Background: an optimization exercise with open tools, aiming at small area. Do not read the settings as production practice.
Only simulation tests tie the RTL to the original design; equivalence was not proved.
Power is estimated from default activity; no workload was simulated.

### constraint.sdc
create_clock -name core_clock -period 10.0 [get_ports {i_clk}]
set_input_delay 2.0000 -clock core_clock [delete_from_list [all_inputs] [get_ports {i_clk}]]
set_output_delay 2.0000 -clock core_clock [all_outputs]
set_load 0.01 [all_outputs]
### run.sh
#!/bin/bash
# synth_recipe.tcl (not shown) runs the flow's synth.tcl, then flattens the netlist and writes it again
# the make line also repeats each setting of config.mk as NAME=value (left out here)
make -C /OpenROAD-flow-scripts/flow DESIGN_CONFIG=/design/flow/config.mk WORK_HOME=/design/flow/orfs CLKGATE_MAP_FILE= SYNTH_SCRIPT=/design/flow/synth_recipe.tcl finish
### design.v
module SPI_slave (
	input			i_clk,
	input			i_reset_n,	 
	input 			i_cs,
	input 			i_s_clk,
	input 			i_mosi,
	output   		o_spi_done,
	output [7:0] 	o_RX_byte
);
reg [7:0] r_data_reg;
reg [2:0] r_bit_count;
reg       r_done;	 
reg [2:0] r_sclk_dmt;
always @(posedge i_clk) begin
	if (~i_reset_n)
		r_sclk_dmt <= 3'b000;
	else
		r_sclk_dmt <= {r_sclk_dmt [1:0], i_s_clk};
end
wire w_sclk_rising_edge = (r_sclk_dmt[2:1] == 2'b01);
reg [1:0] r_cs_dmt;
always @(posedge i_clk) begin
	if (~i_reset_n)
		r_cs_dmt <= 2'b11;
	else
		r_cs_dmt <= {r_cs_dmt [0], i_cs};
end
wire w_cs_active = ~r_cs_dmt[1];	 
reg [1:0] r_mosi_dmt;
always @(posedge i_clk) begin
	if (~i_reset_n)
		r_mosi_dmt <= 2'b00;
	else
		r_mosi_dmt <= {r_mosi_dmt [0], i_mosi};
end
wire w_mosi_dmt = r_mosi_dmt[1];
always @(posedge i_clk) begin
	if (~i_reset_n) begin
		r_bit_count <= 3'b000;
		r_data_reg <= 8'h00;
	end
	else if(~w_cs_active) begin
		r_bit_count <= 3'b000; 
	end
	else if (w_sclk_rising_edge) begin
		r_bit_count <= r_bit_count + 3'b001;
		r_data_reg <= {r_data_reg[6:0], w_mosi_dmt};
	end
end
always @(posedge i_clk) begin
	if (~i_reset_n)
		r_done <= 1'b0;
	else
		r_done <= w_cs_active && w_sclk_rising_edge && (r_bit_count == 3'b111);
end
assign o_spi_done = r_done;
assign o_RX_byte = r_data_reg;
endmodule
`default_nettype none
module pulse_gen (
	input 	i_clk,			 
    input 	i_reset,		 
	input 	i_spi_clk,		 
	input 	i_spi_nCS,		 
	input 	i_spi_mosi,		 
	input 	start_nstop,	 
	output 	o_led,			 
	output	o_activity		 
);
localparam IDLE         		= 3'b000;
localparam RECEIVE_CONF_BITS	= 3'b001;
localparam RUN  				= 3'b011;
localparam PULSE_HIGH			= 3'b100;
localparam PULSE_LOW  			= 3'b101;
localparam RESET  				= 3'b110;
wire        w_done;			 
wire [7:0]  w_spi_byte;		 
reg [63:0]  r_conf;				 
reg [2:0]   r_index_conf_bytes;	 
reg 		r_conf_received;		 
reg [1:0]	r_spi_done_edge;
reg [39:0]	r_pause_count;
reg [23:0]	r_pulse_count;
reg 		r_led;		 
reg [2:0]   r_SM_Main;
reg [2:0]	r_prev_SM_state;
SPI_slave my_spi (
	.i_clk (i_clk),
	.i_reset_n (i_reset),
	.i_cs (i_spi_nCS),
	.i_s_clk (i_spi_clk),
	.i_mosi (i_spi_mosi),
	.o_spi_done (w_done),
	.o_RX_byte (w_spi_byte)
);
always @(posedge i_clk) begin
	if (i_reset == 0)
		r_spi_done_edge <= 2'b00;
	else
		r_spi_done_edge <= {r_spi_done_edge [0], w_done};
end
wire w_spi_done_edge = (r_spi_done_edge [1:0] == 2'b01);
always @(posedge i_clk) begin
	if (i_reset == 0) begin
		r_led <= 1'b0;
		r_conf <= 64'b0;
		r_conf_received <= 1'b0;
		r_index_conf_bytes <= 3'b0;
		r_pause_count <= 40'b0;
		r_pulse_count <= 24'b0;
		r_SM_Main <= IDLE;
		r_prev_SM_state <= IDLE;
	end
	else
	case(r_SM_Main)
		IDLE: begin
			if (r_conf_received) begin
				r_prev_SM_state <= PULSE_LOW;	 
				r_SM_Main <= RUN;				 
			end 
			else begin
				r_index_conf_bytes <= 3'b0;
				r_conf <= 64'b0;
				r_SM_Main <= RECEIVE_CONF_BITS;	 
			end
		end
		RECEIVE_CONF_BITS: begin
			if (w_spi_done_edge) begin
				r_conf <= {r_conf [55:0], w_spi_byte};
				if (r_index_conf_bytes == 3'b111) begin
					r_index_conf_bytes <= 3'b0;
					r_conf_received <= 1'b1;
					r_SM_Main <= IDLE;
				end
				else begin
					r_index_conf_bytes <= r_index_conf_bytes + 3'b1;
				end
			end
		end
		RUN: begin
			if (start_nstop) begin
				if (r_prev_SM_state == PULSE_HIGH) begin
					r_pause_count <= 40'b0;
					r_SM_Main <= PULSE_LOW;
				end
				else if (r_prev_SM_state == PULSE_LOW) begin
					r_pulse_count <= 24'b0;
					r_SM_Main <= PULSE_HIGH;
				end
			end
			else begin
				r_led <= 1'b0;
				r_SM_Main <= RUN;
			end
			if (i_reset == 0) begin
				r_SM_Main <= RESET;
			end
		end
		PULSE_HIGH: begin
			r_led <= 1;
			r_prev_SM_state <= PULSE_HIGH;
			if (!start_nstop) begin
				r_led <= 0;
				r_SM_Main <= RUN;
			end
			else if (r_pulse_count == r_conf [63:40]) begin
				r_SM_Main <= RUN;
			end
			else begin
				r_pulse_count <= r_pulse_count + 24'b1;
			end
		end
		PULSE_LOW: begin
			r_led <= 0;
			r_prev_SM_state <= PULSE_LOW;
			if (!start_nstop) begin
				r_SM_Main <= RUN;
			end
			else if (r_pause_count == r_conf [39:0]) begin
				r_SM_Main <= RUN;
			end
			else begin
				r_pause_count <= r_pause_count + 40'b1;
			end
		end
		RESET: begin
			r_led <= 1'b0;
			r_conf <= 64'b0;
			r_conf_received <= 1'b0;
			r_index_conf_bytes <= 3'b0;
			r_pause_count <= 40'b0;
			r_pulse_count <= 24'b0;
			r_SM_Main <= IDLE;
		end
	endcase
end
assign o_led = r_led;
assign o_activity = start_nstop;
endmodule
### config.mk
export PLATFORM = sky130hd
export DESIGN_NAME = pulse_gen
export DESIGN_NICKNAME = pulse_gen
export VERILOG_FILES = /design/flow/design.v
export SDC_FILE = /design/flow/constraint.sdc
export NUM_CORES = 4
export LEC_CHECK = 0
export CAP_MARGIN = 20
export CORE_MARGIN = 2
export CORE_UTILIZATION = 40
export SLEW_MARGIN = 20
==> notes.md, run 1 <==
Logic synthesis
Sorting the synthesized cells by area gives the leading types as sky130_fd_sc_hd__dfxtp_1 42%, sky130_fd_sc_hd__a21oi_1 8.1%, sky130_fd_sc_hd__xnor2_1 6.7%. Synthesis inferred 159 register bits. The number of nets in the synthesized netlist is 967.

The synthesized netlist devotes 25.7% of its cell area to simple gates. Yosys mapped a number of flops with a built-in enable equal to 0. The portion of the post-synthesis area used by sequential elements is 41.8%. The synthesized instance count is 955. The count of warnings emitted by yosys is 2. The compound-cell area share of the yosys netlist is 17.5%. Ranked by instance count, the synthesized netlist is headed by 159 x sky130_fd_sc_hd__dfxtp_1, 128 x sky130_fd_sc_hd__nand2_1, 124 x sky130_fd_sc_hd__a21oi_1, 93 x sky130_fd_sc_hd__nand3_1, 58 x sky130_fd_sc_hd__xnor2_1. The top cell type by area accounts for 41.8% of the synthesized area. The library cell occupying the most area in the post-synthesis netlist is sky130_fd_sc_hd__dfxtp_1. Averaged over all synthesized cells, the footprint is 7.98 sq um. The fraction of synthesized area in multiplexers is 0.394%. After synthesis, the share of flip-flops with an asynchronous set or reset is 0%. The area of the mapped netlist is 0.00762 sq mm. The commonest register cell after synthesis is sky130_fd_sc_hd__dfxtp_1.

After Yosys synthesis, XOR and XNOR cells account for 9.54% of the synthesized area. The library cell with the highest instance count after synthesis is sky130_fd_sc_hd__dfxtp_1. The number of distinct library cell variants in the gate-level netlist after synthesis is 57. Summing the areas of all fa, ha and maj instances in the mapped netlist gives 0.985% of the synthesized area. The combinational family with the most area after synthesis is simple AND/OR/NAND/NOR gates.

Clock tree
Once the clock tree was built, the setup fixing pass inserted 0 buffers. The H-tree depth is 4. The clock net sink count is 159. The number of hold buffers added after CTS was 0. The CTS tree is done. The tree is rooted in a sky130_fd_sc_hd__clkbuf_16. The number of buffers between clock root and the deepest sink is 2. After clock tree synthesis, the repair step resized 0 gates. Clock-pin slew was measured on the worst setup and hold paths at 60 ps. The later pin in the worst-skew pair is clocked with a latency of 440 ps. The number of clock buffers added by TritonCTS is 17.

Setup path
STA classifies the critical path startpoint as an input port. The cell repeated most along the worst path is sky130_fd_sc_hd__clkdlybuf4s50_1. The highest cell delay on the worst timing path is 670 ps.

Grouping stages by cell kind, the critical path spends the most delay in buffers and inverters. Setup slack on the worst reg-to-reg path comes out at 6480 ps. STA puts the critical path data arrival time at 3270 ps.

The total buffers and inverters traversed by the critical path is 2. The critical path in this run is classified as input port to output port. The critical path goes through clkdlybuf4s50_1 > clkdlybuf4s50_1.

Of all nets on the critical path, the largest fanout is 10. The required time reported for the critical path endpoint is 8000 ps. The worst-path cell with the longest stage delay is sky130_fd_sc_hd__clkdlybuf4s50_1.

The endpoint kind of the worst setup timing path is an output port.

Power
For this design the ratio of total power to cell area is 195 mW/mm^2. For this design the static power due to leakage is 0.00279 uW. The maximum ir drop on the vdd rail is 0.144 mV.

Route
The remaining antenna violation count after routing is 0. The first TritonRoute pass finished after 5 iterations. In the routed design, unresolved DRC markers number 0. After detailed routing, the average wire length per cell comes to 16.8 um. After detailed routing, the number of vias per cell comes to 5.70. The number of violations reported at the end of detailed-routing iteration 0 is 572. For this block, the via count after detailed routing is 6646. The final layout contains routed wiring with a total length of 19600 um.

Global route
The total congestion overflow after global routing is 0. Global routing consumed, over all layers together, 20.1% of the routing resources. The via count of the first global-routing pass is 5890.

The initial antenna violation count is 0. The first global-routing pass estimated 32000 um of wire. Entering global routing, the biggest net connects 74 pins.

Floorplan
8 I/O pins were placed. The standard cell core area is 0.0187 sq mm. The height of the chip is 142 um. The die width is 142 um.

The die covers 0.0202 sq mm. For this configuration, the core starts out at a cell density of 40.7%. The floorplan has 50 rows.

Cells and area
The largest registers in the layout are r_conf (64), r_pause_count (40), r_pulse_count (24). The count of inserted antenna diode cells is 0. The number of fill cells is 1850. The proportion of layout cells with a drive suffix above 1 is 6.76%. The area growth from synthesis to layout is 10.8%. The register with the most flip-flops in the layout has 64 of them.

The register with the most flip-flops in the final layout is r_conf. After the last flow step, the layout net total stands at 931.

STA
The tightest hold path in the finished design has a slack of 409 ps. Summed over all failing endpoints, the final setup total negative slack is 0 ps. The count of final max-slew check failures is 0.

The total count of hold-check failures in the final report is 0. The post-layout minimum cycle time is 5270 ps. Setup repair after global routing left no endpoint under its margin.

The setup-violating endpoint count in the final report is 0. The transition time at the pin with the least slew margin is 852 ps. After layout, the worst path uses 52.7% of the clock period. The highest clock rate is 190 MHz. The maximum clock skew at final layout is 14.6 ps. The remaining max-slew budget at the tightest pin is 43.0%.

Job
Across the run, the number of max-cap violations was 0.

Status
The run finished with no timing, DRC or antenna violations.

Place
After legalization and detailed placement, the total HPWL measured 13000 um. The number of port buffers is 7. The global placement routability congestion is 0.825.

Hold path
The path type of the worst min-delay path is register to register.
## through the flow
step                      setup WS [ps]  total power, uW  cells  cell area, sq um  util, %
final                              4730             1640   1166              8450     45.2
after global routing               4690             1720   1166              8450     45.2
after CTS                          4740             1660   1166              8450     45.2
after detailed placement           4740              932   1134              7780     41.6
after global placement             4750              936   1134              7780     41.6
after floorplan                    5870              869    955              7620        -
## path summary, 6_finish.rpt
kind	end	cells past startpoint	from
worst min register to register	my_spi.r_cs_dmt[1]$_SDFF_PN1_	1	my_spi.r_cs_dmt[0]$_SDFF_PN1_
worst max register to register	r_pause_count[16]$_SDFFE_PN0P_	8	r_SM_Main[2]$_SDFFE_PN0P_
worst max-delay path	o_activity	2	start_nstop
worst min-delay path	my_spi.r_cs_dmt[1]$_SDFF_PN1_	1	my_spi.r_cs_dmt[0]$_SDFF_PN1_
## cell families after synthesis
logic type | count (synthesis)
mux | 3
fa+ha+maj | 6
flops | 159
simple gates | 398
buf+inv | 82
compound gates | 224
xor+xnor | 83
## cell usage in the layout (no fill, tap or decap), drive strengths merged, types with 12 or more instances in the layout
master  synthesis  final
nand3          93     93
nand2         128    128
nand4          20     20
o21ai          36     36
nor2           57     57
xnor2          58     58
clkbuf         53     20
a21oi         124    124
and2           12     12
or3            13     13
xor2           25     25
dfxtp         159    159
inv            14     14
and3           15     15
## worst register-to-register path: cells and delay by family, from the launching register on
kind | cells | cell delay, ps
AND/OR/NAND/NOR | 4 | 1690
AO/OA/AOI/OAI | 2 | 610
buffers and inverters | 2 | 440
flip-flops | 1 | 720
## metal layers
layer  wire length, um  global-route usage, %  vias up
li1                  -                      -     3310
met1              9900                   30.6     3177
met2              8550                   28.4      139
met3               863                   3.47       20
met4               241                   6.58        0
met5                 0                      0        -
## layout make-up
cell class / instances / area [sq um] / share of cell area (%)
repair buffers: 13 / 115 / 1.36
flip-flops and latches: 159 / 3180 / 37.7
well taps: 234 / 293 / 3.47
inverters: 14 / 53.8 / 0.637
clock buffers: 20 / 457 / 5.41
multi-input cells: 714 / 4140 / 49.0
clock inverters: 12 / 206 / 2.44
## power by group
part	switching [uW]	internal, uW
clock	266	458
sequential	21.1	642
combinational	214	43.5
==> inputs of run 2 (changes only) <==
==> design.v (replaced) <==
module SPI_slave (
	input		i_clk,
	input		i_reset_n,	 
	input		i_cs,
	input		i_s_clk,
	output		o_rise,		 
	output		o_cs_active
);
reg r_sclk_prev;
always @(posedge i_clk) begin
	if (~i_reset_n)
		r_sclk_prev <= 1'b0;
	else
		r_sclk_prev <= i_s_clk;
end
assign o_cs_active = ~i_cs;
assign o_rise = ~i_cs & i_s_clk & ~r_sclk_prev;
endmodule
`default_nettype none
module pulse_gen (
	input 	i_clk,			 
	input 	i_reset,		 
	input 	i_spi_clk,		 
	input 	i_spi_nCS,		 
	input 	i_spi_mosi,		 
	input 	start_nstop,	 
	output 	o_led,			 
	output	o_activity		 
);
wire w_rise, w_cs_active;
SPI_slave my_spi (
	.i_clk (i_clk),
	.i_reset_n (i_reset),
	.i_cs (i_spi_nCS),
	.i_s_clk (i_spi_clk),
	.o_rise (w_rise),
	.o_cs_active (w_cs_active)
);
reg [63:0] r_conf;
reg [2:0]  r_bit_count;		 
reg [2:0]  r_byte_count;
reg        r_got;			 
reg        r_armed;			 
reg        r_act;			 
reg        r_ph;			 
reg        r_led;
reg [39:0] r_cnt;			 
wire w_shift     = w_rise & ~r_got;
wire w_byte_done = w_shift & (r_bit_count == 3'b111);
always @(posedge i_clk) begin
	if (w_shift)
		r_conf[7:0] <= {r_conf[6:0], i_spi_mosi};
	if (w_byte_done && r_byte_count != 3'b111)
		r_conf[63:8] <= {r_conf[55:8], r_conf[6:0], i_spi_mosi};
end
always @(posedge i_clk) begin
	if (~i_reset) begin
		r_bit_count <= 3'b000;
		r_byte_count <= 3'b000;
		r_got <= 1'b0;
		r_armed <= 1'b0;
	end
	else if (~r_got) begin
		if (~w_cs_active)
			r_bit_count <= 3'b000;
		else if (w_rise)
			r_bit_count <= r_bit_count + 3'b001;
		if (w_byte_done) begin
			r_byte_count <= r_byte_count + 3'b001;
			if (r_byte_count == 3'b111)
				r_got <= 1'b1;
		end
	end
	else if (~r_armed) begin
		r_bit_count <= r_bit_count + 3'b001;
		if (r_bit_count == 3'b100)
			r_armed <= 1'b1;
	end
end
wire [40:0] w_borrow;
assign w_borrow[0] = 1'b1;
genvar i;
generate
	for (i = 0; i < 40; i = i + 1) begin : g_dec
		assign w_borrow[i+1] = w_borrow[i] & ~r_cnt[i];
	end
endgenerate
wire w_zero = w_borrow[40];
wire [39:0] w_target = r_ph ? r_conf[39:0] : {16'b0, r_conf[63:40]};
always @(posedge i_clk) begin
	if (r_act)
		r_cnt <= r_cnt ^ w_borrow[39:0];
	else
		r_cnt <= w_target;
end
always @(posedge i_clk) begin
	if (~i_reset) begin
		r_act <= 1'b0;
		r_ph <= 1'b0;
		r_led <= 1'b0;
	end
	else begin
		if (r_act) begin
			r_led <= r_ph & start_nstop;
			r_act <= start_nstop & ~w_zero;
		end
		else begin
			r_led <= r_led & start_nstop;
			if (r_armed & start_nstop) begin
				r_act <= 1'b1;
				r_ph <= ~r_ph;
			end
		end
	end
end
assign o_led = r_led;
assign o_activity = start_nstop;
endmodule
==> run 2 against run 1 <==
Against the previous run: synthesized area down 39%; count of clock-buffer cells in the layout up 8; setup slack lost 2500 ps; critical path type is now register to register; largest power group unchanged; highest routed layer unchanged.
==> notes.md, run 2 <==
Status
The flow ran to the end and the layout has no timing, DRC or antenna violations.

Global route
The first global-routing pass estimated 12500 um of wire. Summed over all layers, the global routing overflow is 0. The initial antenna violation count is 0.

The global-route usage over all layers is 13.2%. The via count of the first global-routing pass is 2520. The pin count of the biggest net entering global routing is 57.

Setup path
The required time reported for the critical path endpoint is 10320 ps. The worst-path cell with the longest stage delay is sky130_fd_sc_hd__dfxtp_1. The setup path with the least slack is of type register to register.

The endpoint kind of the worst setup timing path is a register. The startpoint of the worst register-to-register path is r_cnt[0]$_DFF_P_. The highest cell delay on the worst timing path is 320 ps. The setup slack of the worst register-to-register path is 2280 ps. In this run the worst path has a maximum fanout of 2.

Counting stages on the worst path, the most repeated cell is sky130_fd_sc_hd__ha_1. The endpoint of the most critical register-to-register path is r_cnt[39]$_DFF_P_. The arrival time at the worst endpoint is 8050 ps.

The type of element launching the critical path is a register. The length in cells of the worst reg-to-reg path is 41.

Floorplan
The effective utilization at floorplan is 40.7%. The region available for standard cell placement spans 0.0113 sq mm. The floorplan has 39 rows. In this run the count of I/O pins placed on the die edge is 8. The floorplan step set the die height to 111 um. The die width is 111 um.

The die area is 0.0124 sq mm.

Power
For this design the static power due to leakage is 0.00207 uW. The power dissipated by switching net loads is 200 uW. Cell internal power was estimated by the tool at 853 uW. The power share of the clock group is 51.4%. The power per standard cell area is 197 mW/mm^2. The logic gate share of total power is 0.8%.

The design draws 1050 uW. IR analysis of the VDD net gives a maximum drop of 0.110 mV. Net switching is 19.0% of the power. The sequential power share is 47.8%.

Cells and area
The largest registers in the layout are r_conf (64), r_cnt (40). r_conf holds more flip-flops than any other register. The number of nets in the layout is 425. Excluding fillers, the count of instances in the completed layout stands at 531. The proportion of layout cells with a drive suffix above 1 is 8.76%. The count of inserted antenna diode cells is 0. Compared with the post-synthesis result, the final layout area differs by 15.9%. The library cell used most frequently in the layout, excluding fill and tap cells, is sky130_fd_sc_hd__edfxtp_1. The register with the most flip-flops in the layout has 64 of them.

In the layout the commonest cells are 64 x sky130_fd_sc_hd__edfxtp_1, 50 x sky130_fd_sc_hd__dfxtp_1, 44 x sky130_fd_sc_hd__ha_1. The number of fill cells is 1025.

Clock tree
The number of buffers inserted to repair setup after CTS is 0. Clock-pin slew was measured on the worst setup and hold paths at 50 ps. The tree is rooted in a sky130_fd_sc_hd__clkbuf_16.

In this run the number of H-tree levels came out at 4. The latest clock arrival within the worst-skew pair is 400 ps. TritonCTS built the clock tree. The total of cells resized after clock tree synthesis is 0. The number of clock buffers added by TritonCTS is 17. The longest clock path from root to sink contains 2 buffers. The count of hold buffers inserted by post-cts repair is 0. The clock net sink count is 116.

Route
The detail-routed via count per cell is 4.80. The post-detailed-route wirelength per cell is 14.3 um. The DRC violation count after routing is 0. After the first detailed-routing iteration, the DRC count stood at 165. The pre-antenna-repair detailed-routing pass consisted of 5 iterations. The remaining antenna violation count after routing is 0.

The wire length reported by the detailed router is 7600 um. Summing over every cut layer, the via total after detailed routing is 2551.

Hold path
The worst hold path terminates at r_cnt[0]$_DFF_P_. The number of stages on the worst hold path is 1. The startpoint of the worst hold path is r_cnt[0]$_DFF_P_. The path type of the worst min-delay path is register to register.

Logic synthesis
Counting every net in the synthesized netlist gives 413. For this run, the leading register cell type out of synthesis is sky130_fd_sc_hd__edfxtp_1. The async set-or-reset flop fraction in the synthesized netlist is 0%. The area of the mapped netlist is 0.00461 sq mm. Sequential cells were found to cover 64.3% of the synthesized design area. The library cell with the highest instance count after synthesis is sky130_fd_sc_hd__edfxtp_1. The largest total area in the synthesized netlist belongs to sky130_fd_sc_hd__edfxtp_1. The cell count after synthesis came out at 363.

The mean post-synth cell area is 12.7 sq um. The number of distinct library cell variants in the gate-level netlist after synthesis is 25. Counting flops with a built-in enable in the synthesized netlist gives 64. By area the synthesized netlist is led by sky130_fd_sc_hd__edfxtp_1 42%, sky130_fd_sc_hd__dfxtp_1 23%, sky130_fd_sc_hd__ha_1 12%. After synthesis, the largest area contributor takes up 41.7% of total cell area. The count of state elements after synthesis is 116. The commonest cells after synthesis are 64 x sky130_fd_sc_hd__edfxtp_1, 52 x sky130_fd_sc_hd__dfxtp_1, 44 x sky130_fd_sc_hd__ha_1, 43 x sky130_fd_sc_hd__inv_1, 26 x sky130_fd_sc_hd__nand2_1. The count of warnings emitted by yosys is 2.

Place
OpenSTA, run right after detailed placement, puts the worst setup slack at 2200 ps. The number of port buffers is 7. The HPWL after detailed placement is 5000 um. The global placement routability congestion is 0.718. The number of placed instances, taps included, is 499.

Job
Across the run, the number of max-cap violations was 0.

STA
The remaining max-slew budget at the tightest pin is 36.7%. The setup-violating endpoint count in the final report is 0. The count of final max-slew check failures was 0. The total count of hold-check failures in the final report came to 0. The highest clock rate is 129 MHz.

Dividing the final minimum period by the clock period gives 77.2%. The clock arrives with 8.55 ps of skew. The final worst-path setup slack is 2280 ps.

The accumulated negative setup slack is 0 ps. Setup repair after global routing left no endpoint under its margin. The post-layout minimum cycle time is 7720 ps. The transition time at the pin with the least slew margin is 949 ps.
==> run 2: worst max-delay path by stage <==
stage | from | endpoint | slack [ps] | cells past startpoint
final | r_cnt[0]$_DFF_P_ | r_cnt[39]$_DFF_P_ | 2280 | 41
after global routing | r_cnt[0]$_DFF_P_ | r_cnt[39]$_DFF_P_ | 1870 | 41
after CTS | r_cnt[0]$_DFF_P_ | r_cnt[39]$_DFF_P_ | 2180 | 41
after detailed placement | r_cnt[0]$_DFF_P_ | r_cnt[39]$_DFF_P_ | 2200 | 41
after global placement | r_cnt[0]$_DFF_P_ | r_act$_SDFF_PN0_ | 2320 | 41
after floorplan | r_cnt[0]$_DFF_P_ | r_cnt[39]$_DFF_P_ | 2670 | 41
==> run 2: routing by layer <==
metal	track usage [%]	wire length [um]	up-vias
li1	-	-	1292
met1	17.3	3740	1212
met2	20.7	3510	36
met3	4.57	248	11
met4	4.69	102	0
met5	0	0	-
==> run 2: power groups by stage <==
| stage | clock network (uW) | logic (uW) | registers (uW) |
|---|---|---|---|
| 2_1_floorplan | 0 | 5.04 | 512 |
| 3_3_place_gp | 0 | 8.15 | 512 |
| 3_5_place_dp | 0 | 8.46 | 512 |
| 4_1_cts | 553 | 8.49 | 503 |
| 5_1_grt | 574 | 9.21 | 502 |
| 6_report | 542 | 8.32 | 503 |
==> run 2: kinds of logic (layout without fill, tap and decap cells) <==
group / Yosys count / count (layout) / share of synthesized area, %
XOR/XNOR: 1 / 1 / 0.190
multiplexers: 7 / 7 / 1.52
AND/OR/NAND/NOR: 68 / 68 / 7.95
adder cells (fa/ha/maj): 44 / 44 / 11.9
AO/OA/AOI/OAI: 68 / 68 / 8.93
buffers and inverters: 59 / 84 / 5.21
flip-flops: 116 / 116 / 64.3
==> run 2: final cells by class <==
cell class | instances | area (sq um) | area share, %
flip-flops and latches | 116 | 2970 | 55.5
multi-input cells | 188 | 1420 | 26.5
clock buffers | 28 | 517 | 9.67
well taps | 143 | 179 | 3.35
inverters | 43 | 161 | 3.02
repair buffers | 9 | 85.1 | 1.59
clock inverters | 4 | 21.3 | 0.398
==> run 2: worst max-delay path: cells and delay by family, from the launching register on <==
| kind | cells | cell delay, ps |
|---|---|---|
| AOI/OAI and AO/OA | 1 | 150 |
| adders and majority gates | 39 | 7150 |
| buffers and inverters | 1 | 40 |
| DFF | 1 | 320 |
==> run 2: metrics by stage <==
step	cell area, sq um	hold WS, ps	util, %
after floorplan	4610	408	-
after global placement	4810	422	42.5
after detailed placement	4810	425	42.5
after CTS	5340	432	47.2
after global routing	5340	452	47.2
final	5340	431	47.2

-- afterwards: timing with drivers on the ports --
The flow's constraints put no driver on any port. The routed layouts listed below were extracted and timed again, unchanged, in two steps. Step 1 assumes that a clkbuf_16 drives the clock port and a buf_2 every other input. Step 2 times the ports against the registers' clock, not the clock port: input delays grow and output delays shrink by t, the midpoint of the rising clock arrivals with the driver on. Three values: ideal ports, drivers, drivers and shift; two values: the first two.
| run | t, ns | setup slack, ns | hold WS [ns] | worst data-port slew with drivers (ns) |
|---|---|---|---|---|
| run 1 | 0.475 | 4.730 / 4.706 / 4.706 | 0.409 / 0.409 / 0.409 | 0.03 |
| run 2 | 0.432 | 2.277 / 2.277 / 2.277 | 0.431 / 0.431 / 0.431 | 0.03 |
After both steps setup and hold are still met in every run listed. The setup slack of run 1, which loses most, moves by -0.024 ns with the drivers and by -0.024 ns with both steps.
